From an optimization exercise on the open Yosys and OpenROAD flow, aimed at small area; shortcuts taken in it are not production practice.
In this exercise RTL edits were held to simulation tests only and were not proved equivalent to the original.
The clock cells of runs 4 to 7 come from the design's own scripts or RTL, not from TritonCTS.
The flow treats the clock pin as an ideal source. Dropping or thinning the clock tree relies on that and would not hold on a real chip.
Power is estimated from default activity; no workload was simulated.

File: flow/design.v
`timescale 1ns / 1ps
module main(
    input  wire       clk,
    input  wire       rst,
    input  wire [3:0] sensor,
    input  wire [2:0] sw,
    output wire [1:0] servo
    );
localparam [1:0] IDLE = 2'd0, RIGHT = 2'd1, LEFT = 2'd2, STOP = 2'd3;
reg  [6:0] ph;
wire ph_end = ph[6] & ph[5] & ph[1] & ph[0];    
always @(posedge clk)
    if (rst || ph_end) ph <= 7'd0;
    else               ph <= ph + 7'd1;
wire tick  = (ph == 7'd49);                      
wire first = (ph == 7'd81);                      
wire last  = (ph == 7'd91);
wire [3:0] idx = ph[3:0];                        
reg [3:0] sa, sb, sc;        
reg       kp, kd;            
always @(posedge clk) begin
    if (ph == 7'd37) sa <= sensor;
    if (ph == 7'd39) sb <= sensor;
    if (ph == 7'd41) sc <= sensor;
    if (ph == 7'd44) begin kp <= sw[0]; kd <= sw[2]; end
end
function [10:0] err;
    input [3:0] s;
    err = (s == 4'b1001) ? 11'd0    :
          (s == 4'b0111) ? 11'd1548 :    
          (s == 4'b0011) ? 11'd1798 :    
          (s == 4'b1110) ? 11'd499  :
          (s == 4'b1100) ? 11'd250  :
          (s == 4'b1011) ? 11'd1923 :    
          (s == 4'b1101) ? 11'd125  :
          (s == 4'b0001) ? 11'd1882 :    
          (s == 4'b1000) ? 11'd167  : 11'd1525;   
endfunction
function [10:0] half;
    input [3:0] s;
    half = (s == 4'b1001) ? 11'd0    :
           (s == 4'b0111) ? 11'd1798 :   
           (s == 4'b0011) ? 11'd1923 :   
           (s == 4'b1110) ? 11'd249  :
           (s == 4'b1100) ? 11'd125  :
           (s == 4'b1011) ? 11'd1986 :   
           (s == 4'b1101) ? 11'd62   :
           (s == 4'b0001) ? 11'd1965 :   
           (s == 4'b1000) ? 11'd83   : 11'd1787;   
endfunction
function [3:0] rank;
    input [3:0] s;
    rank = (s == 4'b0111) ? 4'd1 :
           (s == 4'b0011) ? 4'd2 :
           (s == 4'b0001) ? 4'd3 :
           (s == 4'b1011) ? 4'd4 :
           (s == 4'b1001) ? 4'd5 :
           (s == 4'b1101) ? 4'd6 :
           (s == 4'b1000) ? 4'd7 :
           (s == 4'b1100) ? 4'd8 :
           (s == 4'b1110) ? 4'd9 : 4'd0;
endfunction
wire [10:0] ea_v = err(sa);
wire [10:0] eb_v = err(sb);
wire [10:0] pc_v = half(sc);
wire [11:0] ea_x = {ea_v[10], ea_v};
wire [11:0] eb_x = {eb_v[10], eb_v};
wire ea = ea_x[idx];                 
wire eb = eb_x[idx];
wire pc = pc_v[idx - 4'd1];          
wire odd_d  = ea_v[0] ^ eb_v[0];
wire corr_d = odd_d && (rank(sb) < rank(sa));    
reg c1, c2, c3, c4, c5, ck, f0, f239;
reg [9:0] kr;                
reg [1:0] st, nx;            
reg       sl, sr;            
localparam [10:0] C500 = 11'd500, C1000 = 11'd1000, CM261 = 11'd1787;
wire c500  = C500[idx - 4'd1];
wire c1000 = C1000[idx - 4'd1];
wire cm261 = CM261[idx - 4'd1];
wire c1e = first ? (eb_v[0] | ~ea_v[0]) : c1;
wire xb  = eb ^ ~ea ^ c1e;
wire c1n = (eb & ~ea) | (eb & c1e) | (~ea & c1e);
wire dj  = kd & xb;
wire pj  = kp & pc;
wire c2e = first ? (kd & corr_d) : c2;
wire qj  = pj ^ dj ^ c2e;
wire c2n = (pj & dj) | (pj & c2e) | (dj & c2e);
wire c3e = first ? 1'b0 : c3;
wire bj  = qj ^ c500 ^ c3e;
wire c3n = (qj & c500) | (qj & c3e) | (c500 & c3e);
wire cont = sl ^ sr;
wire cke  = first | ck;
wire kh   = kr[0];
wire knew = cont ? (kh ^ cke) : ((st == LEFT) & c500);
wire ckn  = kh & cke;
wire kj   = last ? 1'b0 : knew;
wire c4e = first | c4;
wire c4n = (kj & ~bj) | (kj & c4e) | (~bj & c4e);
wire c5e = first | c5;
wire c5n = (c1000 & ~bj) | (c1000 & c5e) | (~bj & c5e);
wire f0n   = (first | f0) & ~qj;
wire f239n = (first | f239) & (qj == cm261);
always @(posedge clk) begin
    c1 <= c1n; c2 <= c2n; c3 <= c3n; c4 <= c4n; c5 <= c5n; ck <= ckn;
    f0 <= f0n; f239 <= f239n;
    kr <= {(first | (ph > 7'd81 && ph < 7'd91)) ? knew : kh, kr[9:1]};
end
wire in_range = ~bj & c5n;
reg  [1:0] nx_new;
always @(*) begin
    case (st)
        IDLE:    nx_new = f239n ? STOP : f0n ? IDLE : (in_range & ~qj) ? LEFT : RIGHT;
        RIGHT:   nx_new = (~in_range | c4n) ? IDLE : RIGHT;
        LEFT:    nx_new = (~in_range | c4n) ? IDLE : LEFT;
        default: nx_new = f239n ? STOP : IDLE;
    endcase
end
always @(posedge clk)
    if (rst)       nx <= RIGHT;      
    else if (last) nx <= nx_new;
always @(posedge clk)
    if (rst) begin
        st <= IDLE;
        sl <= 1'b0;
        sr <= 1'b0;
    end
    else if (tick) begin
        st <= nx;
        sl <= (st == RIGHT) || (st == IDLE && nx == IDLE);
        sr <= (st == LEFT)  || (st == IDLE && nx == IDLE);
    end
reg  [19:0] n;           
wire n_end = n[19] & n[18] & n[17] & n[16] & n[14] & n[9] & n[6] & n[0];  
always @(posedge clk)
    if (rst || n_end) n <= 20'd0;
    else              n <= n + 20'd1;
reg pwm_l, pwm_r;
always @(posedge clk)
    if (rst) begin
        pwm_l <= 1'b0;
        pwm_r <= 1'b0;
    end
    else begin
        pwm_l <= (n == 20'd0) || (sl && n <= 20'd157000);
        pwm_r <= (n == 20'd0) || (sr && n <= 20'd137000);
    end
assign servo = {pwm_r, pwm_l};
endmodule
File: flow/run.sh
#!/bin/bash
# synth_recipe.tcl (not shown) runs the flow's synth.tcl, then flattens the netlist and writes it again
# the make line also repeats each setting of config.mk as NAME=value (left out here)
make -C /OpenROAD-flow-scripts/flow DESIGN_CONFIG=/design/flow/config.mk WORK_HOME=/design/flow/orfs CLKGATE_MAP_FILE= SYNTH_SCRIPT=/design/flow/synth_recipe.tcl finish
File: flow/config.mk
export PLATFORM = sky130hd
export DESIGN_NAME = main
export DESIGN_NICKNAME = main
export VERILOG_FILES = /design/flow/design.v
export SDC_FILE = /design/flow/constraint.sdc
export NUM_CORES = 4
export LEC_CHECK = 0
export ABC_AREA = 1
export CAP_MARGIN = 20
export CORE_MARGIN = 2
export CORE_UTILIZATION = 40
export CTS_BUF_LIST = sky130_fd_sc_hd__clkbuf_8
export CTS_CLUSTER_DIAMETER = 200
export CTS_CLUSTER_SIZE = 50
export SLEW_MARGIN = 20
File: flow/constraint.sdc
create_clock -name core_clock -period 14.0 [get_ports {clk}]
set_input_delay 2.8000 -clock core_clock [delete_from_list [all_inputs] [get_ports {clk}]]
set_output_delay 2.8000 -clock core_clock [all_outputs]
set_load 0.01 [all_outputs]
==> results of run 1 <==
[layer usage]
layer	track usage [%]	wire, microns
met1	26.0	4660
met2	28.5	3890
met3	3.83	416
met4	5.26	80
met5	0	0
[final cells by class]
type | count | area (sq um) | area share, %
clock inverters | 6 | 62.6 | 1.44
well taps | 133 | 166 | 3.82
inverters | 95 | 357 | 8.18
clock buffers | 10 | 138 | 3.16
multi-input cells | 391 | 2060 | 47.4
repair buffers | 9 | 90.1 | 2.07
flip-flops and latches | 67 | 1480 | 34.0
[report_power, final]
part           switching (mW)  internal [mW]  leakage [nW]
Combinational          0.0484         0.0302          1.23
Sequential            0.00482          0.203         0.556
Clock                  0.0794         0.0872         0.103
Total                   0.133          0.321          1.89
[per-stage QoR]
stage                     hold WS [ns]  setup slack [ns]  std cells
after detailed placement         0.313              9.43        695
after global routing             0.337              9.02        711
after CTS                        0.326              9.47        711
after floorplan                  0.310             10.14        562
after global placement           0.313              9.39        695
final                            0.321              9.45        711
[cells by family after synthesis]
logic type	share of synthesized area [%]
AO/OA/AOI/OAI	14.3
XOR/XNOR	0.887
adder cells (fa/ha/maj)	5.32
buffers and inverters	10.2
flip-flops	37.5
AND/OR/NAND/NOR	31.8
[state kept, by name, summed over array words and instances (netlist names), 2 cells and up]
name,cells
kr,10
n,20
nx,2
ph,7
sa,4
sb,4
sc,4
st,2
[cell usage after synthesis, types with 3 or more instances]
library cell and instances:
nor2_1 61, fa_1 3, dfxtp_1 53, xor2_1 4
o211ai_1 5, nand4_1 11, a31oi_1 5, buf_2 4
nand2_1 113, a21oi_1 36, nand3_1 35, nand3_2 6
inv_1 86, nor3_1 21, inv_2 9, ha_1 12
nor2_2 7, edfxtp_1 14, nand2_2 4, o21ai_0 33
nor4_1 7
[worst max path at each step]
stage	from	endpoint	slack [ns]
2_1_floorplan	sa[2]$_DFFE_PN_	nx[0]$_SDFFE_PP1P_	10.14
3_3_place_gp	rst	n[8]$_SDFF_PP0_	9.39
3_5_place_dp	rst	n[8]$_SDFF_PP0_	9.43
4_1_cts	ph[0]$_SDFF_PP0_	nx[0]$_SDFFE_PP1P_	9.47
5_1_grt	ph[0]$_SDFF_PP0_	nx[0]$_SDFFE_PP1P_	9.02
6_report	ph[0]$_SDFF_PP0_	nx[0]$_SDFFE_PP1P_	9.45
==> flow_summary_export.csv, run 1 <==
group,metric,value,unit
outcome,outcome,"no timing/DRC/antenna violations",
synth,yosys_register_bits,67,
setup_path,slowest_delay,0.68,ns
finish,nets,597,
drt,drt-total-wl,9.05,mm
timing,slew_violations,0,
clocking,clk_pin_slew,0.08,ns
clocking,cts_tree,"built",
global_routing,grtUsageTotal,18.4,%
power,p_leak,1.89,nW
timing,slew_headroom,33.7,%
setup_path,r2r_slack,9.45,ns
synth,synthFlopType,"dfxtp_1",
clocking,htree_levels,3,
setup_path,r2r-start,"ph[0]$_SDFF_PP0_",
synth,avgSynthCellArea,7.03,sq um
drt,drtIter0Drc,228,
worst_hold_path,hp-start,"kr[2]$_DFF_P_",
floorplan,start_util,40.8,%
finish,syn2layout_area_growth,10.4,%
timing,worstMarginPinSlew,0.986,ns
synth,synth.area.top_cells,"dfxtp_1, nand2_1, edfxtp_1, inv_1, nor2_1",
floorplan,io_pins,11,
flow_run,cap_violations,0,
timing,fin_crit,4.55,ns
synth,synthCells,562,
placement,dp_hpwl,6.81,mm
placement,portBuffers,9,
finish,layout_common_cells,"nand2_1, inv_1, nor2_1, dfxtp_1, a21oi_1",
clocking,postCtsSetupBuffers,0,
timing,hold_viol,0,
setup_path,crit_arrival,4.84,ns
drt,drtPass1Iterations,5,
placement,finalWeightedCongestion,0.877,
finish,drive_above_1_share,8.30,%
timing,max_freq,220,MHz
setup_path,required,14.29,ns
drt,viasPerCell,5.07,
floorplan,dieArea,0.0107,sq mm
setup_path,cp-end-kind,"flip-flop",
setup_path,timing.critical_path.buf_inv,6,
setup_path,cp-start-kind,"flip-flop",
global_routing,grt_pass1_vias,3366,
clocking,cts.root.buffer_cell,"clkbuf_8",
synth,ys_types,46,
power,finalPower,0.453,mW
clocking,cts_sinks,67,
power,pwr_density_cell,104,mW/mm^2
floorplan,die_h,103,microns
clocking,postCtsResizedCells,0,
timing,finalCritPeriodShare,32.5,%
placement,place_area,0.00416,sq mm
synth,synth_edf_count,14,
synth,synth_top_cell_by_area,"dfxtp_1",
setup_path,ff2ff_path_depth,21,
floorplan,rows,36,
synth,async_reset_ff_share,0,%
synth,ys_seq_area_share,37.5,%
setup_path,timing.rr.end,"nx[0]$_SDFFE_PP1P_",
global_routing,grt_max_degree,15,
setup_path,crit_fanout,14,
global_routing,antenna_found_initial,0,
synth,synth_top_cell_area_share,26.9,%
clocking,clk_latency,0.35,ns
power,ir_worst_vdd,0.0000431,V
timing,rsz0062_at_grt,"false",
worst_hold_path,hp-class,"reg -> reg",
drt,via_count,3603,
global_routing,grt_pass1_wl,15.5,mm
clocking,clockBufferDepth,2,
synth,synth_area,0.00395,sq mm
timing,fin_setup_tns,0,ns
timing,skew,0.0136,ns
finish,layout_commonest_cell,"nand2_1",
finish,num-fill-cells,1000,
floorplan,die_w,103,microns
finish,fin_area,0.00436,sq mm
clocking,cts_made_buffers,9,
drt,ant_nets,0,
setup_path,cp_num_cells,21,
synth,synth_fp_nets,586,
worst_hold_path,whs_endpoint,"kr[1]$_DFF_P_",
drt,post-route-drc-count,0,
timing,setup_viol,0,
finish,fin_util,45.0,%
setup_path,path_class,"reg -> reg",
setup_path,crit_chain,"inv_1 -> ha_1 -> nand2_1 -> inv_1 -> nor3_1 -> a21oi_1 -> o31ai_1 -> nand3_1 -> fa_1 -> inv_1 -> fa_1 -> inv_1 -> o21ai_0 -> inv_1 -> nand2_1 -> nand4_1 -> nand2_1 -> inv_1 -> nand2_1 -> nand2_1 -> nand2_1",
drt,wl_per_cell,12.7,microns
floorplan,core,0.00968,sq mm
global_routing,grt-ovfl-total,0,
setup_path,crit_family,"adder cells",
setup_path,slowest_stage,"dfxtp_1",
clocking,postCtsHoldBufs,0,
worst_hold_path,min_path_cells,0,
finish,diodes,0,
synth,yosys_warnings,1,
==> run 2, diff against run 1 <==
--- a/flow/config.mk
+++ b/flow/config.mk
@@ -10,6 +10,3 @@
 export CORE_MARGIN = 2
 export CORE_UTILIZATION = 40
-export CTS_BUF_LIST = sky130_fd_sc_hd__clkbuf_8
-export CTS_CLUSTER_DIAMETER = 200
-export CTS_CLUSTER_SIZE = 50
 export SLEW_MARGIN = 20
==> run 2 against run 1 <==
Compared with the run above: clock power shrank 5%; die area is the same; clock skew grew 0.0010 ns; critical endpoint unchanged; largest cell class unchanged; highest routed layer unchanged.
==> flow_summary_export.csv, run 2 <==
group,metric,value,unit
outcome,outcome,"no timing/DRC/antenna violations",
timing,worstMarginPinSlew,0.964,ns
floorplan,rows,36,
drt,viasPerCell,5.07,
timing,slew_violations,0,
floorplan,core,0.00968,sq mm
global_routing,use_met1,25.9,%
floorplan,start_util,40.8,%
global_routing,grt_max_degree,15,
timing,slew_headroom,35.2,%
finish,drive_above_1_share,8.30,%
power,finalPower,0.446,mW
drt,ant_nets,0,
synth,yosysMostFrequentCell,"nand2_1",
finish,num-fill-cells,1001,
clocking,clk_latency,0.35,ns
global_routing,grtUsageMet3,3.83,%
timing,setup_viol,0,
drt,drt-total-wl,9.05,mm
setup_path,cp-start-kind,"flip-flop",
floorplan,io_pins,11,
synth,async_reset_ff_share,0,%
synth,ys_seq_area_share,37.5,%
timing,fin_crit,4.54,ns
finish,layout_commonest_cell,"nand2_1",
finish,fin_util,45.0,%
setup_path,crit_family,"adder cells",
finish,fin_cells,711,
drt,post-route-drc-count,0,
finish,layout_common_cells,"nand2_1, inv_1, nor2_1, dfxtp_1, a21oi_1",
timing,skew,0.0146,ns
flow_run,cap_violations,0,
timing,finalWorstSetupSlack,9.46,ns
setup_path,required,14.29,ns
global_routing,antenna_found_initial,0,
placement,dp_slack,9.43,ns
global_routing,grtUsageTotal,18.4,%
clocking,postCtsHoldBufs,0,
setup_path,cp-end-kind,"flip-flop",
placement,portBuffers,9,
synth,synth_top_cell_by_area,"dfxtp_1",
global_routing,grt-ovfl-total,0,
finish,diodes,0,
clocking,clockBufferDepth,2,
synth,synthCells,562,
synth,synth.area.top_cells,"dfxtp_1, nand2_1, edfxtp_1, inv_1, nor2_1",
clocking,cts_tree,"built",
finish,largest-register,"n",
power,ir_worst_vdd,0.0000430,V
synth,synth_common_cells,"nand2_1, inv_1, nor2_1",
power,p_leak,1.89,nW
clocking,htree_levels,3,
clocking,cts_made_buffers,9,
global_routing,gr-usage-met2,28.4,%
clocking,clk_pin_slew,0.08,ns
drt,via_count,3604,
placement,dp_cells,695,
synth,synth_edf_count,14,
drt,wl_per_cell,12.7,microns
power,pwr_density_cell,102,mW/mm^2
drt,drtPass1Iterations,5,
setup_path,crit_chain,"inv_1 -> ha_1 -> nand2_1 -> inv_1 -> nor3_1 -> a21oi_1 -> o31ai_1 -> nand3_1 -> fa_1 -> inv_1 -> fa_1 -> inv_1 -> o21ai_0 -> inv_1 -> nand2_1 -> nand4_1 -> nand2_1 -> inv_1 -> nand2_1 -> nand2_1 -> nand2_1",
timing,finalCritPeriodShare,32.4,%
clocking,postCtsSetupBuffers,0,
setup_path,timing.critical_path.buf_inv,6,
floorplan,die_h,103,microns
clocking,cts.root.buffer_cell,"clkbuf_8",
timing,rsz0062_at_grt,"false",
synth,yosys_register_bits,67,
finish,reg_top3,"n (20), kr (10), ph (7)",
floorplan,die_w,103,microns
finish,syn2layout_area_growth,10.2,%
timing,fin_setup_tns,0,ns
setup_path,crit_arrival,4.84,ns
setup_path,slowest_stage,"dfxtp_1",
clocking,cts_sinks,67,
global_routing,grt_pass1_wl,15.5,mm
synth,synth_top_cell_area_share,26.9,%
synth,ys_types,46,
finish,nets,597,
global_routing,grt_pass1_vias,3366,
finish,largest_register_ff_count,20,
synth,synthFlopType,"dfxtp_1",
timing,max_freq,220,MHz
worst_hold_path,hp-class,"reg -> reg",
synth,avgSynthCellArea,7.03,sq um
setup_path,crit_fanout,14,
setup_path,slowest_delay,0.68,ns
synth,yosys_warnings,1,
global_routing,top_usage_layer,"met2",
timing,hold_viol,0,
setup_path,path_class,"reg -> reg",
synth,synth_fp_nets,586,
placement,dp_hpwl,6.81,mm
synth,synth_area,0.00395,sq mm
floorplan,dieArea,0.0107,sq mm
clocking,postCtsResizedCells,0,
finish,fin_area,0.00435,sq mm
placement,finalWeightedCongestion,0.877,
drt,drtIter0Drc,229,
placement,place_area,0.00416,sq mm
timing,whs,0.320,ns
## run 2: changes by cell type in the layout (fill, tap and decap cells not counted), sizes merged
| cell | previous run | this run |
|---|---|---|
| clkbuf | 10 | 11 |
| bufinv | 1 | 0 |
## run 2: layer usage
| layer | share of wire [%] | wire, microns |
|---|---|---|
| met1 | 51 | 4660 |
| met2 | 43 | 3880 |
| met3 | 4.6 | 418 |
| met4 | 0.93 | 84 |
| met5 | 0 | 0 |
## run 2: worst reg2reg max path: cells and delay by family, from the launching register on
kind / cells / cell delay [ns]
buffers and inverters: 6 / 0.70
flip-flops: 1 / 0.68
AO/OA/AOI/OAI: 3 / 0.49
adder cells (fa/ha/maj): 3 / 1.74
AND/OR/NAND/NOR: 9 / 0.87
## run 2: cells by family (layout without fill, tap and decap cells)
group	count (synthesis)	after routing	share of synthesized area (%)
DFF	67	67	37.5
AOI/OAI and AO/OA	98	98	14.3
and+or+nand+nor	274	274	31.8
adders and majority gates	15	15	5.32
xor gates and xnor gates	4	4	0.887
buffers and inverters	104	120	10.2
## run 2: layout make-up
type	count	area, sq um	share of cell area (%)
multi-input cells	391	2060	47.4
flip-flops and latches	67	1480	34.0
inverters	95	357	8.19
well taps	133	166	3.82
clock buffers	11	163	3.74
repair buffers	9	90.1	2.07
clock inverters	5	32.5	0.747
## run 2: path summary, 6_finish.rpt
kind / to / slack (ns) / cells after the start / from
max: nx[0]$_SDFFE_PP1P_ / 9.46 / 21 / ph[0]$_SDFF_PP0_
min: kr[1]$_DFF_P_ / 0.32 / 0 / kr[2]$_DFF_P_
max reg2reg: nx[0]$_SDFFE_PP1P_ / 9.46 / 21 / ph[0]$_SDFF_PP0_
min reg2reg: kr[1]$_DFF_P_ / 0.32 / 0 / kr[2]$_DFF_P_
## run 2: power breakdown
| group | internal [mW] | switching [mW] | total, mW |
|---|---|---|---|
| Sequential | 0.203 | 0.00481 | 0.208 |
| Clock | 0.0800 | 0.0792 | 0.159 |
| Combinational | 0.0302 | 0.0484 | 0.0786 |
==> run 3, diff against run 2 <==
--- a/flow/config.mk
+++ b/flow/config.mk
@@ -10,3 +10,6 @@
 export CORE_MARGIN = 2
 export CORE_UTILIZATION = 40
+export CTS_BUF_LIST = sky130_fd_sc_hd__clkbuf_16
+export CTS_CLUSTER_DIAMETER = 500
+export CTS_CLUSTER_SIZE = 100
 export SLEW_MARGIN = 20
==> run 3 against run 2 <==
Compared with the run above: via count shrank 0.39%; critical endpoint unchanged; cell count is the same; synthesized cell count is the same; power grew 13%; cell area grew 2.1%.
==> flow_summary_export.csv, run 3 <==
group,metric,value,unit
timing,finalCritPeriodShare,32.4,%
timing,fin_setup_tns,0,ns
synth,synth_edf_count,14,
synth,synth.area.top_cells,"dfxtp_1, nand2_1, edfxtp_1, inv_1, nor2_1",
clocking,cts_sinks,67,
synth,synth_top_family_by_area,"simple AND/OR/NAND/NOR gates",
finish,nets,597,
floorplan,die_h,103,microns
drt,ant_nets,0,
clocking,postCtsSetupBuffers,0,
floorplan,core,0.00968,sq mm
synth,synthCells,562,
timing,worstMarginPinSlew,0.953,ns
finish,layout_common_cells,"nand2_1, inv_1, nor2_1, dfxtp_1, a21oi_1",
timing,max_freq,221,MHz
timing,hold_viol,0,
finish,largest_register_ff_count,20,
setup_path,cp-start-kind,"flip-flop",
setup_path,crit_fanout,14,
synth,synth_fp_nets,586,
drt,drtIter0Drc,224,
power,finalPower,0.502,mW
drt,viasPerCell,5.05,
power,p_leak,1.93,nW
setup_path,path_class,"reg -> reg",
setup_path,r2r-start,"ph[0]$_SDFF_PP0_",
setup_path,cp-end-kind,"flip-flop",
global_routing,grtUsageTotal,18.5,%
placement,dp_hpwl,6.81,mm
finish,layout_commonest_cell,"nand2_1",
synth,ys_seq_area_share,37.5,%
timing,whs,0.321,ns
finish,fin_util,45.9,%
drt,via_count,3590,
synth,synth_fa_ha_area_share,5.32,%
clocking,cts_tree,"built",
clocking,clk_pin_slew,0.06,ns
power,pwr_density_cell,113,mW/mm^2
clocking,htree_levels,3,
drt,drt-total-wl,9.02,mm
drt,wl_per_cell,12.7,microns
power,ir_worst_vdd,0.0000638,V
synth,synth_common_cells,"nand2_1, inv_1, nor2_1",
timing,setup_viol,0,
clocking,postCtsResizedCells,0,
synth,async_reset_ff_share,0,%
floorplan,start_util,40.8,%
timing,slew_violations,0,
floorplan,rows,36,
setup_path,startpoint,"ph[0]$_SDFF_PP0_",
floorplan,io_pins,11,
finish,drive_above_1_share,8.13,%
synth,avgSynthCellArea,7.03,sq um
placement,finalWeightedCongestion,0.877,
worst_hold_path,hp-class,"reg -> reg",
synth,synthMuxAreaShare,0,%
finish,reg_top3,"n (20), kr (10), ph (7)",
clocking,clockBufferDepth,2,
timing,skew,0.00649,ns
global_routing,antenna_found_initial,0,
floorplan,dieArea,0.0107,sq mm
finish,syn2layout_area_growth,12.5,%
clocking,clk_latency,0.33,ns
finish,diodes,0,
timing,finalWorstSetupSlack,9.47,ns
synth,synth_compound_area_share,14.3,%
synth,yosys_register_bits,67,
finish,largest-register,"n",
synth,synth_area,0.00395,sq mm
floorplan,die_w,103,microns
synth,ys_types,46,
outcome,outcome,"no timing/DRC/antenna violations",
timing,rsz0062_at_grt,"false",
drt,post-route-drc-count,0,
timing,fin_crit,4.53,ns
global_routing,grt_max_degree,15,
setup_path,required,14.28,ns
placement,dp_slack,9.43,ns
setup_path,crit_arrival,4.81,ns
global_routing,grt-ovfl-total,0,
flow_run,cap_violations,0,
synth,yosysMostFrequentCell,"nand2_1",
clocking,postCtsHoldBufs,0,
synth,synthFlopType,"dfxtp_1",
global_routing,grt_pass1_wl,15.4,mm
placement,portBuffers,9,
worst_hold_path,hp-start,"kr[2]$_DFF_P_",
clocking,cts_made_buffers,9,
global_routing,grt_pass1_vias,3354,
timing,slew_headroom,35.9,%
setup_path,r2r_slack,9.47,ns
synth,synth_top_cell_area_share,26.9,%
clocking,cts.root.buffer_cell,"clkbuf_16",
synth,synth_top_cell_by_area,"dfxtp_1",
synth,yosys_warnings,1,
drt,drtPass1Iterations,4,
synth,synth_xor_area_share,0.887,%
synth,synth-simple-area-share,31.8,%
==> run 3: layout make-up <==
class / count / area, sq um
sequential: 67 / 1480
clock inverter: 6 / 36.3
inverter: 95 / 357
fill: 989 / 5240
timing repair buffer: 9 / 90.1
clock buffer: 10 / 250
tap: 133 / 166
multi-input combinational: 391 / 2060
==> run 3: critical path, cell delays in order, from the launching register on <==
cell,delay [ns]
dfxtp_1,0.67
inv_1,0.37
ha_1,0.47
nand2_1,0.10
inv_1,0.08
nor3_1,0.18
a21oi_1,0.06
o31ai_1,0.29
nand3_1,0.17
fa_1,0.63
inv_1,0.10
fa_1,0.63
inv_1,0.07
o21ai_0,0.15
inv_1,0.05
nand2_1,0.10
nand4_1,0.09
nand2_1,0.07
inv_1,0.03
nand2_1,0.05
nand2_1,0.05
nand2_1,0.06
==> run 3: logic make-up after synthesis <==
kind of cell / count (synthesis)
xor gates and xnor gates: 4
buffers and inverters: 104
DFF: 67
AOI/OAI and AO/OA: 98
and+or+nand+nor: 274
adders and majority gates: 15
==> run 3: final timing paths <==
path,endpoint,cells past startpoint
min reg2reg,kr[1]$_DFF_P_,0
max,nx[0]$_SDFFE_PP1P_,21
min,kr[1]$_DFF_P_,0
max reg2reg,nx[0]$_SDFFE_PP1P_,21
==> run 3: power by group <==
part	switching, mW	leakage (nW)	total, mW	internal, mW
Combinational	0.0483	1.23	0.0785	0.0302
Sequential	0.00482	0.556	0.208	0.204
Clock	0.0854	0.142	0.215	0.130
==> run 3: metrics by stage <==
| stage | cell area (sq um) | std cells |
|---|---|---|
| 3_3_place_gp | 4160 | 695 |
| 2_1_floorplan | 3950 | 562 |
| 4_1_cts | 4450 | 711 |
| 5_1_grt | 4450 | 711 |
| 6_report | 4450 | 711 |
| 3_5_place_dp | 4160 | 695 |
==> run 3: routing by layer <==
layer / share of wire [%] / GRT usage (%) / vias to the layer above
met5: 0 / 0 / -
met4: 1.5 / 6.78 / 0
met3: 4.8 / 3.43 / 10
met2: 43 / 28.2 / 79
met1: 51 / 26.1 / 1625
li1: - / - / 1876
==> run 4, diff against run 3 <==
==> flow/flow/run.sh (new file) <==
#!/bin/bash
# Own layout flow:
#  2. the combinational logic between the registers, which stay untouched, is
#     re-mapped by ABC with an area-oriented script;
#  3. ORFS floorplan .. finish, with buf_1 port buffers and one clock buffer
#     in place of TritonCTS's tree (flow/cts_pre.tcl).
# Each tool writes its full output to a log file of its own in this folder.
set -euo pipefail
W=$(pwd)
F=$W/flow
R=$W/orfs/results/${FLOW_PLATFORM:-sky130hd}/main/base
LIB=$FLOW_HOME/platforms/sky130hd/lib/sky130_fd_sc_hd__tt_025C_1v80.lib

bash standard.sh synth > $W/log_1_synth.txt 2>&1
cp $R/1_2_yosys.v $W/std_synth.v

sed -e "s|@LIB@|$LIB|g" -e "s|@IN@|$W/std_synth.v|g" -e "s|@OUT@|$W/remap.v|g" \
    $F/remap.ys > $W/remap_run.ys
yosys -s $W/remap_run.ys > $W/log_2_remap.txt 2>&1
cp $W/remap.v $R/1_2_yosys.v
rm -f $R/1_synth.odb

export OWN_CLK_BUF=sky130_fd_sc_hd__clkbuf_8
export OWN_CLK_GROUPS=4
export OWN_CLK_PORT=clk
bash standard.sh "BUFFER_PORTS_ARGS=-buffer_cell sky130_fd_sc_hd__buf_1" \
    "PRE_CTS_TCL=$F/cts_pre.tcl" finish > $W/log_3_layout.txt 2>&1
==> flow/flow/cts_pre.tcl (new file) <==
# PRE_CTS hook: replace TritonCTS's H-tree by a one-level clock tree. The
# register clock pins are split into OWN_CLK_GROUPS groups by position (halves
# by x median, then by y median); each group gets one clock buffer at its
# centre, driven straight from the clock port. Every register sees the same
# single buffer stage. The rest of ORFS's cts.tcl (placement legalisation,
# repair_timing) runs unchanged.
rename clock_tree_synthesis orfs_clock_tree_synthesis

proc own_split { pts axis } {
  # pts: list of {iterm x y}; split into two halves by the median on axis
  set idx [expr {$axis == "x" ? 1 : 2}]
  set s [lsort -integer -index $idx $pts]
  set h [expr {[llength $s] / 2}]
  return [list [lrange $s 0 [expr {$h - 1}]] [lrange $s $h end]]
}

proc clock_tree_synthesis { args } {
  set db [ord::get_db]
  set block [ord::get_db_block]
  set clk_net [$block findNet $::env(OWN_CLK_PORT)]
  set master [$db findMaster $::env(OWN_CLK_BUF)]
  $clk_net setSigType CLOCK
  set pts {}
  foreach iterm [$clk_net getITerms] {
    set box [[$iterm getInst] getBBox]
    lappend pts [list $iterm [expr {([$box xMin] + [$box xMax]) / 2}] [expr {([$box yMin] + [$box yMax]) / 2}]]
  }
  set groups [list $pts]
  set n $::env(OWN_CLK_GROUPS)
  set axis x
  while {[llength $groups] < $n} {
    set ng {}
    foreach g $groups {
      foreach h [own_split $g $axis] { lappend ng $h }
    }
    set groups $ng
    set axis [expr {$axis == "x" ? "y" : "x"}]
  }
  set k 0
  foreach g $groups {
    set inst [odb::dbInst_create $block $master clkbuf_own_$k]
    set net [odb::dbNet_create $block clknet_own_$k]
    $net setSigType CLOCK
    set sx 0; set sy 0
    foreach p $g {
      set it [lindex $p 0]
      $it disconnect
      $it connect $net
      set sx [expr {$sx + [lindex $p 1]}]
      set sy [expr {$sy + [lindex $p 2]}]
    }
    [$inst findITerm A] connect $clk_net
    [$inst findITerm X] connect $net
    $inst setLocation [expr {$sx / [llength $g]}] [expr {$sy / [llength $g]}]
    $inst setPlacementStatus PLACED
    puts "own CTS: $::env(OWN_CLK_BUF) clkbuf_own_$k drives [llength $g] clock sinks"
    incr k
  }
}
==> flow/flow/remap.ys (new file) <==
read_liberty -ignore_miss_func @LIB@
read_verilog @IN@
hierarchy -top main
# registers (and any sequential or delay cell) stay as instances
setattr -mod -set keep_hierarchy 1 sky130_fd_sc_hd__*df* sky130_fd_sc_hd__*dl* sky130_fd_sc_hd__conb*
flatten
opt -purge
abc -liberty @LIB@ -dont_use sky130_fd_sc_hd__probe_p_8 -dont_use sky130_fd_sc_hd__probec_p_8 -dont_use sky130_fd_sc_hd__lpflow_* -script +strash;&get,-n;&deepsyn,-T,30;&put;dch,-f;amap;topo
opt_clean -purge
setundef -zero
hilomap -singleton -hicell sky130_fd_sc_hd__conb_1 HI -locell sky130_fd_sc_hd__conb_1 LO
insbuf -buf sky130_fd_sc_hd__buf_4 A X
splitnets
opt_clean -purge
setattr -mod -set blackbox 1 sky130_fd_sc_hd__*
stat
write_verilog -noattr -nohex -nodec @OUT@
==> flow/standard.sh (new file) <==
#!/bin/bash
# synth_recipe.tcl (not shown) runs the flow's synth.tcl, then flattens the netlist and writes it again
# the make line also repeats each setting of config.mk as NAME=value (left out here)
make -C /OpenROAD-flow-scripts/flow DESIGN_CONFIG=/design/flow/config.mk WORK_HOME=/design/flow/orfs CLKGATE_MAP_FILE= SYNTH_SCRIPT=/design/flow/synth_recipe.tcl "${@:-finish}"
==> flow/config.mk (replaced) <==
export PLATFORM = sky130hd
export DESIGN_NAME = main
export DESIGN_NICKNAME = main
export VERILOG_FILES = /design/flow/design.v
export SDC_FILE = /design/flow/constraint.sdc
export NUM_CORES = 4
export LEC_CHECK = 0
export CAP_MARGIN = 20
export CORE_MARGIN = 2
export CORE_UTILIZATION = 40
export SLEW_MARGIN = 20
removed: flow/run.sh
==> run 4 against run 3 <==
Compared with the run above: still clean; sequential power about the same; global-route usage down 2.3 points; worst setup slack lost 0.56 ns; critical path depth decreased by 1; register-to-register slack got worse by 0.56 ns.
==> flow_summary_export.csv, run 4 <==
group,metric,value,unit
power,p_switching,0.0737,mW
finish,largest_register_ff_count,20,
global_routing,grtUsageMet3,0.830,%
setup_path,r2r_slack,8.91,ns
flow_run,cap_violations,0,
placement,portBuffers,9,
timing,fin_crit,5.09,ns
timing,finalWorstSetupSlack,8.91,ns
timing,finalCritPeriodShare,36.4,%
synth,avgSynthCellArea,7.96,sq um
floorplan,die_h,91.5,microns
finish,largest-register,"n",
placement,finalWeightedCongestion,0.913,
clocking,postCtsSetupBuffers,0,
synth,synthCells,385,
finish,layout_commonest_cell,"nor2_1",
timing,worstMarginPinSlew,0.783,ns
finish,reg_top3,"n (20), kr (10), ph (7)",
outcome,outcome,"no timing/DRC/antenna violations",
setup_path,cp-end-kind,"flip-flop",
global_routing,gr-usage-met2,23.8,%
placement,dp_hpwl,4.90,mm
power,pwr-share-clk,23.7,%
setup_path,crit_chain,"clkinv_1 -> nor2_1 -> clkinv_1 -> o32ai_1 -> clkinv_1 -> o211ai_1 -> a31oi_1 -> nor2_1 -> a21oi_1 -> o211ai_1 -> nor2_1 -> a21oi_1 -> nor2_1 -> a21oi_1 -> nor2_1 -> a31oi_1 -> nor2_1 -> nor3_1 -> a311oi_1 -> nor3_1",
setup_path,slowest_delay,0.61,ns
clocking,clk_pin_slew,0.11,ns
power,ir_worst_vdd,0.0000708,V
floorplan,io_pins,11,
setup_path,required,14.10,ns
drt,ant_nets,0,
synth,yosys_warnings,1,
global_routing,grt_max_degree,18,
timing,slew_headroom,47.1,%
synth,synth_fp_nets,394,
global_routing,grt-ovfl-total,0,
drt,drtPass1Iterations,4,
global_routing,top_usage_layer,"met1",
floorplan,dieArea,0.00838,sq mm
timing,slew_violations,0,
clocking,postCtsResizedCells,0,
setup_path,path_common_cell,"nor2_1",
floorplan,die_w,91.5,microns
global_routing,grtUsageTotal,16.1,%
finish,fin_util,44.5,%
finish,fin_area,0.00326,sq mm
global_routing,grt_pass1_vias,2407,
floorplan,start_util,41.8,%
drt,wl_per_cell,13.0,microns
drt,drt-total-wl,6.46,mm
drt,post-route-drc-count,0,
setup_path,crit_arrival,5.19,ns
timing,skew,0.0127,ns
timing,max_freq,196,MHz
power,switching_share,23.4,%
placement,dp_cells,491,
power,p_leak,1.06,nW
drt,via_count,2600,
drt,viasPerCell,5.25,
placement,place_area,0.00321,sq mm
power,pwr_density_cell,96.4,mW/mm^2
floorplan,core,0.00733,sq mm
setup_path,slowest_stage,"dfxtp_1",
finish,drive_above_1_share,1.01,%
drt,drtIter0Drc,267,
synth,synth_area,0.00307,sq mm
global_routing,antenna_found_initial,0,
timing,setup_viol,0,
finish,layout_common_cells,"nor2_1, dfxtp_1, clkinv_1, o21ai_0, nor3_1",
power,power_frac_comb,11.1,%
setup_path,path_class,"reg -> reg",
clocking,postCtsHoldBufs,0,
placement,dp_slack,9.04,ns
finish,nets,407,
timing,fin_setup_tns,0,ns
setup_path,crit_fanout,11,
power,intPower,0.241,mW
worst_hold_path,hp-class,"reg -> reg",
power,p_seq_share,65.2,%
timing,rsz0062_at_grt,"false",
finish,diodes,0,
global_routing,use_met1,26.2,%
clocking,clk_latency,0.16,ns
global_routing,grt_pass1_wl,11.4,mm
setup_path,cp-start-kind,"flip-flop",
setup_path,timing.critical_path.buf_inv,3,
finish,fin_cells,495,
timing,hold_viol,0,
finish,syn2layout_area_growth,6.45,%
setup_path,crit_family,"compound AO/OA/AOI/OAI gates",
floorplan,rows,31,
-- run 4: worst reg2reg max path: cells and delay by family (launching register included) --
kind	cells	cell delay [ns]
compound gates	9	2.05
simple gates	8	1.42
buf+inv	3	0.95
flops	1	0.61
-- run 4: final cells by class --
class / count / area [sq um]
plain buffers: 4 / 55.1
fillers: 738 / 4070
inverters: 48 / 180
multi-input cells: 268 / 1390
flip-flops and latches: 67 / 1480
well taps: 99 / 124
repair buffers: 9 / 33.8
-- run 4: worst paths after layout --
check                   start                  to  depth (start not counted)
max reg2reg  ph[0]$_SDFF_PP0_  nx[1]$_SDFFE_PP0P_                         20
max          ph[0]$_SDFF_PP0_  nx[1]$_SDFFE_PP0P_                         20
min             kr[1]$_DFF_P_       kr[0]$_DFF_P_                          0
min reg2reg     kr[1]$_DFF_P_       kr[0]$_DFF_P_                          0
-- run 4: through the flow --
stage	hold slack (ns)	power, mW
CTS	0.312	0.299
floorplan	0.310	0.236
finish	0.327	0.314
global placement	0.311	0.244
global route	0.340	0.332
detailed placement	0.312	0.244
-- run 4: power by group through the flow --
stage	logic [mW]	clock network (mW)	registers (mW)
2_1_floorplan	0.0271	0	0.209
3_3_place_gp	0.0341	0	0.210
3_5_place_dp	0.0346	0	0.209
4_1_cts	0.0347	0.0550	0.209
5_1_grt	0.0405	0.0856	0.206
6_report	0.0348	0.0746	0.205
-- run 4: metal layers --
layer	up-vias	part of all wire, %	routed length (microns)
li1	1391	-	-
met1	1148	53	3430
met2	52	41	2640
met3	9	4.8	310
met4	0	1.2	78
met5	-	0	0
==> run 5, diff against run 4 <==
--- a/flow/design.v
+++ b/flow/design.v
@@ -131,19 +131,20 @@
         sr <= (st == LEFT)  || (st == IDLE && nx == IDLE);
     end
-reg  [19:0] n;           
-wire n_end = n[19] & n[18] & n[17] & n[16] & n[14] & n[9] & n[6] & n[0];  
+localparam [19:0] L0 = 20'hfffff, L137K = 20'h9338b, L157K = 20'hb510f, LEND = 20'hf142b;
+reg  [19:0] l;
+wire ld = rst | (l == LEND);
 always @(posedge clk)
-    if (rst || n_end) n <= 20'd0;
-    else              n <= n + 20'd1;
+    l <= ld ? L0 : {l[18:0], l[19] ^ l[16]};
+reg n0, le137, le157;
+always @(posedge clk) begin
+    n0    <= ld;
+    le137 <= ld | (le137 & (l != L137K));
+    le157 <= ld | (le157 & (l != L157K));
+end
 reg pwm_l, pwm_r;
-always @(posedge clk)
-    if (rst) begin
-        pwm_l <= 1'b0;
-        pwm_r <= 1'b0;
-    end
-    else begin
-        pwm_l <= (n == 20'd0) || (sl && n <= 20'd157000);
-        pwm_r <= (n == 20'd0) || (sr && n <= 20'd137000);
-    end
+always @(posedge clk) begin
+    pwm_l <= !rst & (n0 | (sl & le157));
+    pwm_r <= !rst & (n0 | (sr & le137));
+end
 assign servo = {pwm_r, pwm_l};
 endmodule
--- a/flow/flow/run.sh
+++ b/flow/flow/run.sh
@@ -21,6 +21,6 @@
 rm -f $R/1_synth.odb
 
-export OWN_CLK_BUF=sky130_fd_sc_hd__clkbuf_8
-export OWN_CLK_GROUPS=4
+export OWN_CLK_BUF=${OWN_CLK_BUF:-sky130_fd_sc_hd__clkbuf_8}
+export OWN_CLK_GROUPS=${OWN_CLK_GROUPS:-4}
 export OWN_CLK_PORT=clk
 bash standard.sh "BUFFER_PORTS_ARGS=-buffer_cell sky130_fd_sc_hd__buf_1" \
==> run 5 against run 4 <==
Compared with the run above: sequential share of layout area rose by 3.8 points; utilization fell by 0.85 points; critical path type unchanged; clock skew rose by 0.0017 ns; die area fell by 4.1%; still clean; wire length fell by 8.4%; sequential power rose by 5%; register-to-register slack improved by 0.65 ns; critical endpoint is now nx[0]$_SDFFE_PP1P_; power rose by 4.4%; global-route usage fell by 1.1 points.
==> flow_summary_export.csv, run 5 <==
group,metric,value,unit
clocking,clk_latency,0.16,ns
global_routing,antenna_found_initial,0,
synth,synth_fp_nets,362,
setup_path,ff2ff_path_depth,20,
floorplan,die_h,89.7,microns
timing,whs,0.336,ns
timing,hold_viol,0,
drt,drtPass1Iterations,6,
setup_path,required,14.10,ns
timing,finalCritPeriodShare,31.7,%
synth,synthCells,353,
floorplan,core,0.00718,sq mm
finish,fin_area,0.00313,sq mm
outcome,outcome,"no timing/DRC/antenna violations",
setup_path,startpoint,"ph[0]$_SDFF_PP0_",
finish,layout_common_cells,"nor2_1, dfxtp_1, clkinv_1, nand2_1, o21ai_0",
finish,layout_commonest_cell,"nor2_1",
floorplan,io_pins,11,
setup_path,crit_arrival,4.54,ns
finish,largest-register,"l",
power,p_leak,1.03,nW
finish,reg_top3,"l (20), kr (10), ph (7)",
drt,drt-total-wl,5.91,mm
global_routing,grt_pass1_wl,10.0,mm
finish,num-fill-cells,723,
finish,diodes,0,
worst_hold_path,hp-start,"kr[1]$_DFF_P_",
setup_path,r2r_slack,9.56,ns
global_routing,grtUsageTotal,15.1,%
drt,via_count,2437,
floorplan,dieArea,0.00804,sq mm
timing,rsz0062_at_grt,"false",
floorplan,rows,31,
placement,place_area,0.00308,sq mm
setup_path,r2r-start,"ph[0]$_SDFF_PP0_",
timing,slew_headroom,41.5,%
timing,skew,0.0145,ns
worst_hold_path,min_path_cells,0,
timing,fin_crit,4.44,ns
clocking,clk_pin_slew,0.11,ns
clocking,postCtsResizedCells,0,
placement,portBuffers,9,
drt,post-route-drc-count,0,
clocking,postCtsSetupBuffers,0,
finish,largest_register_ff_count,20,
synth,yosys_warnings,1,
drt,drtIter0Drc,310,
power,ir_worst_vdd,0.0000543,V
setup_path,cp-start-kind,"flip-flop",
clocking,postCtsHoldBufs,0,
power,pwr_density_cell,105,mW/mm^2
setup_path,path_class,"reg -> reg",
placement,dp_hpwl,4.48,mm
floorplan,start_util,40.9,%
synth,avgSynthCellArea,8.32,sq um
placement,finalWeightedCongestion,0.870,
setup_path,crit_fanout,13,
timing,slew_violations,0,
timing,worstMarginPinSlew,0.868,ns
global_routing,grt_max_degree,19,
timing,fin_setup_tns,0,ns
timing,max_freq,225,MHz
global_routing,grt-ovfl-total,0,
worst_hold_path,hp-class,"reg -> reg",
finish,drive_above_1_share,1.10,%
floorplan,die_w,89.7,microns
finish,syn2layout_area_growth,6.73,%
drt,viasPerCell,5.26,
flow_run,cap_violations,0,
drt,wl_per_cell,12.8,microns
drt,ant_nets,0,
synth,synth_area,0.00294,sq mm
power,finalPower,0.328,mW
timing,setup_viol,0,
global_routing,grt_pass1_vias,2191,
setup_path,cp-end-kind,"flip-flop",
finish,nets,375,
## run 5: area by class of cell
cell class              count  area [sq um]  area share (%)
flip-flops and latches     70          1540            49.2
repair buffers              9          33.8            1.08
plain buffers               4          55.1            1.76
multi-input cells         233          1200            38.3
well taps                  99           124            3.95
inverters                  48           180            5.75
## run 5: path summary, 6_finish.rpt
| path | end |
|---|---|
| hold reg to reg | kr[0]$_DFF_P_ |
| hold / removal | kr[0]$_DFF_P_ |
| setup / recovery | nx[0]$_SDFFE_PP1P_ |
| setup reg to reg | nx[0]$_SDFFE_PP1P_ |
## run 5: layer usage
metal / global-route usage [%] / vias to the layer above / part of all wire (%)
met5: 0 / - / 0
met4: 2.17 / 0 / 1.3
met3: 0.914 / 8 / 3.8
met2: 24.7 / 51 / 45
met1: 22.4 / 1123 / 50
li1: - / 1255 / -
## run 5: power breakdown
part	total [mW]	switching (mW)	internal [mW]
combinational	0.0388	0.0248	0.0140
clock	0.0744	0.0479	0.0266
sequential	0.215	0.00391	0.211
## run 5: stage by stage
| step | worst slack, ns | util (%) | cells |
|---|---|---|---|
| final | 9.56 | 43.7 | 463 |
| after global routing | 8.96 | 43.7 | 463 |
| after CTS | 9.33 | 43.7 | 463 |
| after detailed placement | 9.34 | 42.9 | 459 |
| after global placement | 9.36 | 42.9 | 459 |
| after floorplan | 10.29 | - | 353 |
## run 5: critical path: stages (launching register included)
cell and delay [ns]:
dfxtp_1 0.65, clkinv_1 0.33, nor2_1 0.47, a21oi_1 0.13, o32a_1 0.21, nor2_1 0.10
nor3_1 0.05, nor3_1 0.39, nand2_1 0.08, o21ai_0 0.15, nor2_1 0.09, a211oi_1 0.29
nor2_1 0.09, a21oi_1 0.23, clkinv_1 0.17, a21oi_1 0.25, a21oi_1 0.07, nor2_1 0.14
nand2b_1 0.09, o2111a_1 0.24, o21ai_0 0.14
==> run 6, diff against run 5 <==
--- a/flow/design.v
+++ b/flow/design.v
@@ -37,15 +37,15 @@
           (s == 4'b1000) ? 11'd167  : 11'd1525;   
 endfunction
-function [10:0] half;
+function [10:0] half5;
     input [3:0] s;
-    half = (s == 4'b1001) ? 11'd0    :
-           (s == 4'b0111) ? 11'd1798 :   
-           (s == 4'b0011) ? 11'd1923 :   
-           (s == 4'b1110) ? 11'd249  :
-           (s == 4'b1100) ? 11'd125  :
-           (s == 4'b1011) ? 11'd1986 :   
-           (s == 4'b1101) ? 11'd62   :
-           (s == 4'b0001) ? 11'd1965 :   
-           (s == 4'b1000) ? 11'd83   : 11'd1787;   
+    half5 = (s == 4'b1001) ? 11'd500 :
+            (s == 4'b0111) ? 11'd250 :
+            (s == 4'b0011) ? 11'd375 :
+            (s == 4'b1110) ? 11'd749 :
+            (s == 4'b1100) ? 11'd625 :
+            (s == 4'b1011) ? 11'd438 :
+            (s == 4'b1101) ? 11'd562 :
+            (s == 4'b0001) ? 11'd417 :
+            (s == 4'b1000) ? 11'd583 : 11'd239;
 endfunction
 function [3:0] rank;
@@ -63,5 +63,5 @@
 wire [10:0] ea_v = err(sa);
 wire [10:0] eb_v = err(sb);
-wire [10:0] pc_v = half(sc);
+wire [10:0] pc_v = half5(sc);
 wire [11:0] ea_x = {ea_v[10], ea_v};
 wire [11:0] eb_x = {eb_v[10], eb_v};
@@ -71,27 +71,24 @@
 wire odd_d  = ea_v[0] ^ eb_v[0];
 wire corr_d = odd_d && (rank(sb) < rank(sa));    
-reg c1, c2, c3, c4, c5, ck, f0, f239;
+reg c1, c2, c4, c5, ck, f500, f239;
 reg [9:0] kr;                
 reg [1:0] st, nx;            
 reg       sl, sr;            
-localparam [10:0] C500 = 11'd500, C1000 = 11'd1000, CM261 = 11'd1787;
+localparam [10:0] C500 = 11'd500, C1000 = 11'd1000, C239 = 11'd239;
 wire c500  = C500[idx - 4'd1];
 wire c1000 = C1000[idx - 4'd1];
-wire cm261 = CM261[idx - 4'd1];
+wire c239  = C239[idx - 4'd1];
 wire c1e = first ? (eb_v[0] | ~ea_v[0]) : c1;
 wire xb  = eb ^ ~ea ^ c1e;
 wire c1n = (eb & ~ea) | (eb & c1e) | (~ea & c1e);
 wire dj  = kd & xb;
-wire pj  = kp & pc;
+wire pj  = kp ? pc : c500;
 wire c2e = first ? (kd & corr_d) : c2;
-wire qj  = pj ^ dj ^ c2e;
+wire bj  = pj ^ dj ^ c2e;
 wire c2n = (pj & dj) | (pj & c2e) | (dj & c2e);
-wire c3e = first ? 1'b0 : c3;
-wire bj  = qj ^ c500 ^ c3e;
-wire c3n = (qj & c500) | (qj & c3e) | (c500 & c3e);
-wire cont = sl ^ sr;
+wire cont = (sl ^ sr) & (st[0] ^ st[1]);
 wire cke  = first | ck;
 wire kh   = kr[0];
-wire knew = cont ? (kh ^ cke) : ((st == LEFT) & c500);
+wire knew = cont ? (kh ^ cke) : ((st != RIGHT) & c500);
 wire ckn  = kh & cke;
 wire kj   = last ? 1'b0 : knew;
@@ -100,9 +97,9 @@
 wire c5e = first | c5;
 wire c5n = (c1000 & ~bj) | (c1000 & c5e) | (~bj & c5e);
-wire f0n   = (first | f0) & ~qj;
-wire f239n = (first | f239) & (qj == cm261);
+wire f500n = (first | f500) & (bj == c500);
+wire f239n = (first | f239) & (bj == c239);
 always @(posedge clk) begin
-    c1 <= c1n; c2 <= c2n; c3 <= c3n; c4 <= c4n; c5 <= c5n; ck <= ckn;
-    f0 <= f0n; f239 <= f239n;
+    c1 <= c1n; c2 <= c2n; c4 <= c4n; c5 <= c5n; ck <= ckn;
+    f500 <= f500n; f239 <= f239n;
     kr <= {(first | (ph > 7'd81 && ph < 7'd91)) ? knew : kh, kr[9:1]};
 end
@@ -111,5 +108,5 @@
 always @(*) begin
     case (st)
-        IDLE:    nx_new = f239n ? STOP : f0n ? IDLE : (in_range & ~qj) ? LEFT : RIGHT;
+        IDLE:    nx_new = f239n ? STOP : f500n ? IDLE : (in_range & ~c4n) ? LEFT : RIGHT;
         RIGHT:   nx_new = (~in_range | c4n) ? IDLE : RIGHT;
         LEFT:    nx_new = (~in_range | c4n) ? IDLE : LEFT;
--- a/flow/flow/run.sh
+++ b/flow/flow/run.sh
@@ -15,7 +15,30 @@
 cp $R/1_2_yosys.v $W/std_synth.v
 
-sed -e "s|@LIB@|$LIB|g" -e "s|@IN@|$W/std_synth.v|g" -e "s|@OUT@|$W/remap.v|g" \
-    $F/remap.ys > $W/remap_run.ys
-yosys -s $W/remap_run.ys > $W/log_2_remap.txt 2>&1
+# several ABC seeds in parallel; keep the smallest result
+for S in 1 2 3 4; do
+  sed -e "s|@LIB@|$LIB|g" -e "s|@IN@|$W/std_synth.v|g" -e "s|@OUT@|$W/remap_$S.v|g" \
+      -e "s|@SEED@|$S|g" $F/remap.ys > $W/remap_run_$S.ys
+  yosys -s $W/remap_run_$S.ys > $W/log_2_remap_$S.txt 2>&1 &
+done
+wait
+# order the seeds by area; use the smallest result that yosys proves
+# equivalent to the standard synthesis (same registers), else the latter
+for S in 1 2 3 4; do
+  a=$(grep "Chip area for module" $W/log_2_remap_$S.txt | tail -1 | awk '{print $NF}')
+  echo "${a:-999999} $S"
+done | sort -g > $W/remap_order.txt
+sed 's/^module main(/module gold(/' $W/std_synth.v > $W/eq_gold.v
+cp $W/std_synth.v $W/remap.v
+while read -r a S; do
+  sed -e 's/^module main(/module gate(/' -e 's/\b_\([0-9][0-9]*\)_\b/rr_\1_/g' $W/remap_$S.v > $W/eq_gate_$S.v
+  sed -e "s|@LIB@|$LIB|g" -e "s|@GOLD@|$W/eq_gold.v|g" -e "s|@GATE@|$W/eq_gate_$S.v|g" \
+      $F/equiv.ys > $W/equiv_run_$S.ys
+  if yosys -s $W/equiv_run_$S.ys > $W/log_2_equiv_$S.txt 2>&1; then
+    echo "chosen seed $S (area $a)" >> $W/log_2_remap_choice.txt
+    cp $W/remap_$S.v $W/remap.v
+    break
+  fi
+  echo "seed $S not proven equivalent" >> $W/log_2_remap_choice.txt
+done < $W/remap_order.txt
 cp $W/remap.v $R/1_2_yosys.v
 rm -f $R/1_synth.odb
==> flow/flow/equiv.ys (new file) <==
read_liberty -ignore_miss_func @LIB@
read_verilog @GOLD@
read_verilog @GATE@
hierarchy -check
flatten gold gate
opt_clean
equiv_make gold gate equiv
equiv_simple -seq 2
equiv_induct
equiv_status -assert
--- a/flow/flow/remap.ys
+++ b/flow/flow/remap.ys
@@ -6,5 +6,5 @@
 flatten
 opt -purge
-abc -liberty @LIB@ -dont_use sky130_fd_sc_hd__probe_p_8 -dont_use sky130_fd_sc_hd__probec_p_8 -dont_use sky130_fd_sc_hd__lpflow_* -script +strash;&get,-n;&deepsyn,-T,30;&put;dch,-f;amap;topo
+abc -liberty @LIB@ -dont_use sky130_fd_sc_hd__probe_p_8 -dont_use sky130_fd_sc_hd__probec_p_8 -dont_use sky130_fd_sc_hd__lpflow_* -script +strash;&get,-n;&deepsyn,-T,30,-S,@SEED@;&put;dch,-f;amap;topo
 opt_clean -purge
 setundef -zero
@@ -14,4 +14,4 @@
 opt_clean -purge
 setattr -mod -set blackbox 1 sky130_fd_sc_hd__*
-stat
+stat -liberty @LIB@
 write_verilog -noattr -nohex -nodec @OUT@
==> run 6 against run 5 <==
Compared with the run above: largest cell class unchanged; largest power group unchanged; register-to-register slack got worse by 0.02 ns; power fell by 4.4%; worst setup slack got worse by 0.020 ns; die area fell by 2.4%; cell count fell by 4.5%; fmax fell by 0.46%.
==> flow_summary_export.csv, run 6 <==
group,metric,value,unit
setup_path,cp-start-kind,"flip-flop",
setup_path,crit_fanout,13,
finish,layout_common_cells,"dfxtp_1, clkinv_1, nor2_1, o21ai_0, nand2_1",
drt,via_count,2282,
outcome,outcome,"no timing/DRC/antenna violations",
timing,max_freq,224,MHz
finish,drive_above_1_share,1.45,%
floorplan,io_pins,11,
clocking,clk_pin_slew,0.11,ns
timing,slew_headroom,56.8,%
timing,whs,0.336,ns
power,ir_worst_vdd,0.0000618,V
setup_path,path_class,"reg -> reg",
global_routing,grtUsageTotal,15.5,%
global_routing,grt_pass1_vias,2129,
setup_path,required,14.10,ns
floorplan,dieArea,0.00784,sq mm
clocking,postCtsResizedCells,0,
global_routing,antenna_found_initial,0,
setup_path,r2r_slack,9.54,ns
clocking,clk_latency,0.16,ns
finish,largest-register,"l",
floorplan,die_h,88.6,microns
drt,ant_nets,0,
floorplan,rows,30,
timing,finalCritPeriodShare,31.9,%
setup_path,path_common_cell,"nor2_1",
finish,nets,357,
finish,layout_commonest_cell,"dfxtp_1",
floorplan,core,0.00687,sq mm
placement,finalWeightedCongestion,0.876,
synth,synth_area,0.00286,sq mm
drt,drt-total-wl,5.91,mm
synth,yosys_warnings,1,
worst_hold_path,hp-class,"reg -> reg",
placement,dp_slack,9.56,ns
drt,viasPerCell,5.16,
floorplan,die_w,88.6,microns
setup_path,crit_arrival,4.56,ns
synth,synth_fp_nets,343,
global_routing,grt_pass1_wl,9.99,mm
finish,syn2layout_area_growth,7.04,%
finish,largest_register_ff_count,20,
global_routing,grt-ovfl-total,0,
setup_path,slowest_stage,"nor2_1",
finish,diodes,0,
power,p_leak,0.959,nW
timing,skew,0.0110,ns
flow_run,cap_violations,0,
timing,rsz0062_at_grt,"false",
drt,post-route-drc-count,0,
synth,synthCells,334,
timing,worstMarginPinSlew,0.643,ns
timing,finalWorstSetupSlack,9.54,ns
global_routing,grt_max_degree,19,
setup_path,slowest_delay,0.58,ns
setup_path,crit_chain,"clkinv_1 -> nor2_1 -> clkinv_1 -> a21oi_1 -> nor2_1 -> nor2_1 -> a22oi_1 -> nor3_1 -> o21ai_0 -> nor2_1 -> a21oi_1 -> o211ai_1 -> nor2_1 -> a21oi_1 -> clkinv_1 -> o22ai_1 -> a21oi_1 -> o21ai_0 -> a31oi_1 -> o21ai_0",
finish,num-fill-cells,650,
finish,multiInputGateArea,0.00114,sq mm
timing,setup_viol,0,
timing,slew_violations,0,
timing,hold_viol,0,
finish,reg_top3,"l (20), kr (10), ph (7)",
placement,dp_hpwl,4.42,mm
drt,drtPass1Iterations,4,
power,pwr_density_cell,103,mW/mm^2
floorplan,start_util,41.6,%
timing,fin_crit,4.46,ns
clocking,postCtsSetupBuffers,0,
finish,seqCellArea,0.00152,sq mm
drt,wl_per_cell,13.4,microns
clocking,postCtsHoldBufs,0,
setup_path,cp-end-kind,"flip-flop",
synth,avgSynthCellArea,8.56,sq um
placement,portBuffers,9,
drt,drtIter0Drc,166,
timing,fin_setup_tns,0,ns
## run 6: cell types whose count changed in the layout (fill, tap and decap cells not counted), sizes merged, moves of 4 or more
| cell | delta |
|---|---|
| o22ai | +4 |
| nand2 | -8 |
| a211oi | -4 |
| a31oi | +5 |
| nor3 | -10 |
| or2 | +5 |
| nor2 | -13 |
| or4 | -4 |
## run 6: metal layers
layer,track usage (%),routed length (microns),up-vias
li1,-,-,1210
met1,24.6,3080,1019
met2,24.1,2500,46
met3,0.746,262,7
met4,1.65,63,0
met5,0,0,-
## run 6: final timing paths
path,from,end,cells after the start
setup reg to reg,ph[0]$_SDFF_PP0_,nx[0]$_SDFFE_PP1P_,20
hold reg to reg,kr[8]$_DFF_P_,kr[7]$_DFF_P_,0
hold / removal,kr[8]$_DFF_P_,kr[7]$_DFF_P_,0
setup / recovery,ph[0]$_SDFF_PP0_,nx[0]$_SDFFE_PP1P_,20
## run 6: final cells by class
type / instances / area share, %
multi-input cells: 214 / 37.2
repair buffers: 10 / 1.35
plain buffers: 4 / 1.80
inverters: 49 / 6.01
well taps: 96 / 3.92
flip-flops and latches: 69 / 49.7
## run 6: per-stage QoR
stage               power (mW)  std cells  instance area (sq um)  util (%)
floorplan                0.236        334                   2860         -
global placement         0.243        438                   3010      43.8
detailed placement       0.243        438                   3010      43.8
CTS                      0.299        442                   3060      44.6
global route             0.327        442                   3060      44.6
finish                   0.314        442                   3060      44.6
## run 6: where the power goes
group	leakage (nW)	total (mW)	internal, mW	switching, mW
Combinational	0.357	0.0287	0.00999	0.0187
Clock	0.0288	0.0751	0.0266	0.0485
Sequential	0.573	0.210	0.207	0.00330
Total	0.959	0.314	0.243	0.0705
## run 6: worst max-delay path: cells and delay by family (launching register included)
kind | cells | cell delay [ns]
simple gates | 6 | 1.09
buf+inv | 3 | 1.01
flops | 1 | 0.54
compound gates | 11 | 1.79
==> run 7, diff against run 6 <==
--- a/flow/design.v
+++ b/flow/design.v
@@ -18,10 +18,11 @@
 wire [3:0] idx = ph[3:0];                        
 reg [3:0] sa, sb, sc;        
-reg       kp, kd;            
+wire cap = (ph == 7'd37) || (ph == 7'd39) || (ph == 7'd41);
+wire sws = (ph == 7'd44);
 always @(posedge clk) begin
-    if (ph == 7'd37) sa <= sensor;
-    if (ph == 7'd39) sb <= sensor;
-    if (ph == 7'd41) sc <= sensor;
-    if (ph == 7'd44) begin kp <= sw[0]; kd <= sw[2]; end
+    if (cap || (sws && !sw[2])) sa <= sb;
+    if (cap) sb <= sc;
+    if (cap) sc <= sensor;
+    else if (sws && !sw[0]) sc <= 4'b1001;
 end
 function [10:0] err;
@@ -82,7 +83,7 @@
 wire xb  = eb ^ ~ea ^ c1e;
 wire c1n = (eb & ~ea) | (eb & c1e) | (~ea & c1e);
-wire dj  = kd & xb;
-wire pj  = kp ? pc : c500;
-wire c2e = first ? (kd & corr_d) : c2;
+wire dj  = xb;
+wire pj  = pc;
+wire c2e = first ? corr_d : c2;
 wire bj  = pj ^ dj ^ c2e;
 wire c2n = (pj & dj) | (pj & c2e) | (dj & c2e);
--- a/flow/flow/remap.ys
+++ b/flow/flow/remap.ys
@@ -6,9 +6,10 @@
 flatten
 opt -purge
-abc -liberty @LIB@ -dont_use sky130_fd_sc_hd__probe_p_8 -dont_use sky130_fd_sc_hd__probec_p_8 -dont_use sky130_fd_sc_hd__lpflow_* -script +strash;&get,-n;&deepsyn,-T,30,-S,@SEED@;&put;dch,-f;amap;topo
+abc -liberty @LIB@ -dont_use sky130_fd_sc_hd__probe_p_8 -dont_use sky130_fd_sc_hd__probec_p_8 -dont_use sky130_fd_sc_hd__lpflow_* -script +strash;&get,-n;&deepsyn,-T,120,-S,@SEED@;&put;dch,-f;amap;topo
 opt_clean -purge
 setundef -zero
 hilomap -singleton -hicell sky130_fd_sc_hd__conb_1 HI -locell sky130_fd_sc_hd__conb_1 LO
-insbuf -buf sky130_fd_sc_hd__buf_4 A X
+rename -hide w:*.*
+opt_clean -purge
 splitnets
 opt_clean -purge
==> run 7 against run 6 <==
Compared with the run above: still clean on timing, DRC and antenna; critical path depth fell by 5; cell area fell by 1.9%; sequential share of layout area is 1.0 points lower; combinational power up 15%; clock power decreased by 1%; synthesized cell count rose by 0.30%; register-to-register slack got worse by 0.35 ns; largest cell class unchanged; largest power group unchanged.
==> flow_summary_export.csv, run 7 <==
group,metric,value,unit
placement,portBuffers,9,
clocking,clk_pin_slew,0.11,ns
global_routing,antenna_found_initial,0,
power,intPower,0.239,mW
global_routing,grt_pass1_wl,9.83,mm
placement,dp_slack,9.17,ns
clocking,clk_latency,0.17,ns
finish,num-fill-cells,667,
drt,drt-total-wl,5.57,mm
setup_path,cp_num_cells,15,
finish,diodes,0,
power,ir_worst_vdd,0.0000725,V
setup_path,required,14.06,ns
global_routing,top_usage_layer,"met2",
setup_path,slowest_delay,0.67,ns
floorplan,rows,30,
power,p_switching,0.0723,mW
finish,nets,359,
timing,slew_headroom,48.1,%
setup_path,path_class,"reg -> reg",
clocking,postCtsResizedCells,0,
timing,finalWorstSetupSlack,9.18,ns
floorplan,dieArea,0.00767,sq mm
finish,layout_commonest_cell,"dfxtp_1",
setup_path,crit_family,"compound AO/OA/AOI/OAI gates",
timing,fin_setup_tns,0,ns
setup_path,crit_arrival,4.87,ns
clocking,postCtsSetupBuffers,0,
setup_path,timing.critical_path.buf_inv,3,
timing,finalCritPeriodShare,34.4,%
timing,slew_violations,0,
finish,drive_above_1_share,1.15,%
setup_path,ff2ff_path_depth,15,
timing,skew,0.0192,ns
placement,dp_hpwl,4.13,mm
worst_hold_path,min_path_cells,0,
clocking,postCtsHoldBufs,0,
timing,setup_viol,0,
setup_path,cp-start-kind,"flip-flop",
placement,dp_cells,440,
drt,ant_nets,0,
timing,hold_viol,0,
power,pwr_density_cell,104,mW/mm^2
finish,largest-register,"l",
global_routing,grtUsageMet3,1.32,%
drt,drtPass1Iterations,4,
setup_path,r2r-start,"ph[1]$_SDFF_PP0_",
power,finalPower,0.311,mW
power,pwr-share-clk,23.8,%
outcome,outcome,"no timing/DRC/antenna violations",
power,switching_share,23.2,%
global_routing,grtUsageTotal,15.2,%
global_routing,gr-usage-met2,24.4,%
drt,post-route-drc-count,0,
placement,finalWeightedCongestion,0.836,
timing,fin_crit,4.82,ns
setup_path,cp-end-kind,"flip-flop",
finish,reg_top3,"l (20), kr (10), ph (7)",
finish,fin_cells,444,
drt,drtIter0Drc,206,
timing,worstMarginPinSlew,0.778,ns
synth,yosys_warnings,1,
floorplan,core,0.00679,sq mm
power,p_leak,0.954,nW
timing,max_freq,208,MHz
setup_path,slowest_stage,"o41ai_1",
flow_run,cap_violations,0,
setup_path,startpoint,"ph[1]$_SDFF_PP0_",
synth,avgSynthCellArea,8.34,sq um
finish,layout_common_cells,"dfxtp_1, nor2_1, clkinv_1, o21ai_0, nand2_1",
worst_hold_path,hp-class,"reg -> reg",
drt,viasPerCell,5.19,
timing,rsz0062_at_grt,"false",
global_routing,grt-ovfl-total,0,
global_routing,grt_max_degree,19,
synth,synth_area,0.00280,sq mm
floorplan,die_h,87.6,microns
global_routing,grt_pass1_vias,2150,
finish,multiInputGateArea,0.00114,sq mm
setup_path,crit_chain,"clkinv_1 -> nor2_1 -> nor2_1 -> o32ai_1 -> clkinv_1 -> o41ai_1 -> nor2_1 -> a21o_1 -> a21oi_1 -> clkinv_1 -> a221oi_1 -> o21ai_0 -> a31o_1 -> o21a_1 -> or2_0",
power,p_seq_share,65.5,%
floorplan,start_util,41.1,%
floorplan,io_pins,11,
finish,seqCellArea,0.00146,sq mm
finish,syn2layout_area_growth,7.48,%
finish,largest_register_ff_count,20,
setup_path,crit_fanout,9,
drt,via_count,2305,
power,power_frac_comb,10.6,%
synth,synthCells,335,
global_routing,use_met1,23.2,%
floorplan,die_w,87.6,microns
synth,synth_fp_nets,344,
drt,wl_per_cell,12.5,microns
worst_hold_path,hp-start,"kr[7]$_DFF_P_",
run 7: worst paths after layout:
| kind | endpoint | slack (ns) |
|---|---|---|
| worst max-delay path | nx[0]$_SDFFE_PP1P_ | 9.18 |
| worst min-delay path | kr[6]$_DFF_P_ | 0.33 |
| worst max register to register | nx[0]$_SDFFE_PP1P_ | 9.18 |
| worst min register to register | kr[6]$_DFF_P_ | 0.33 |
run 7: power groups by stage:
stage / clock (mW) / combinational [mW] / sequential (mW)
after floorplan: 0 / 0.0251 / 0.207
after global placement: 0 / 0.0317 / 0.208
after detailed placement: 0 / 0.0326 / 0.208
after CTS: 0.0550 / 0.0329 / 0.208
after global routing: 0.0817 / 0.0385 / 0.204
final: 0.0742 / 0.0331 / 0.204
run 7: metal layers:
layer,up-vias,routed length (microns)
met5,-,0
met4,0,61
met3,5,295
met2,56,2460
met1,1057,2750
li1,1187,-
run 7: layout make-up:
class,instances,share of cell area (%)
Multi-Input combinational cell,217,38.0
Timing Repair Buffer,9,1.12
Tap cell,96,4.00
Sequential cell,67,48.6
Inverter,51,6.37
Buffer,4,1.83
run 7: through the flow:
step / utilization [%] / instance area [sq um] / hold WS (ns)
after floorplan: - / 2800 / 0.310
after global placement: 43.4 / 2950 / 0.314
after detailed placement: 43.4 / 2950 / 0.314
after CTS: 44.2 / 3000 / 0.315
after global routing: 44.2 / 3000 / 0.344
final: 44.2 / 3000 / 0.334

Setup slack of run 7, layout unchanged: 9.183 ns with ideal ports, 9.183 ns with driving cells assumed (clock clkbuf_16, inputs buf_2), 9.183 ns with port delays also shifted by the 0.214 ns mid clock arrival.
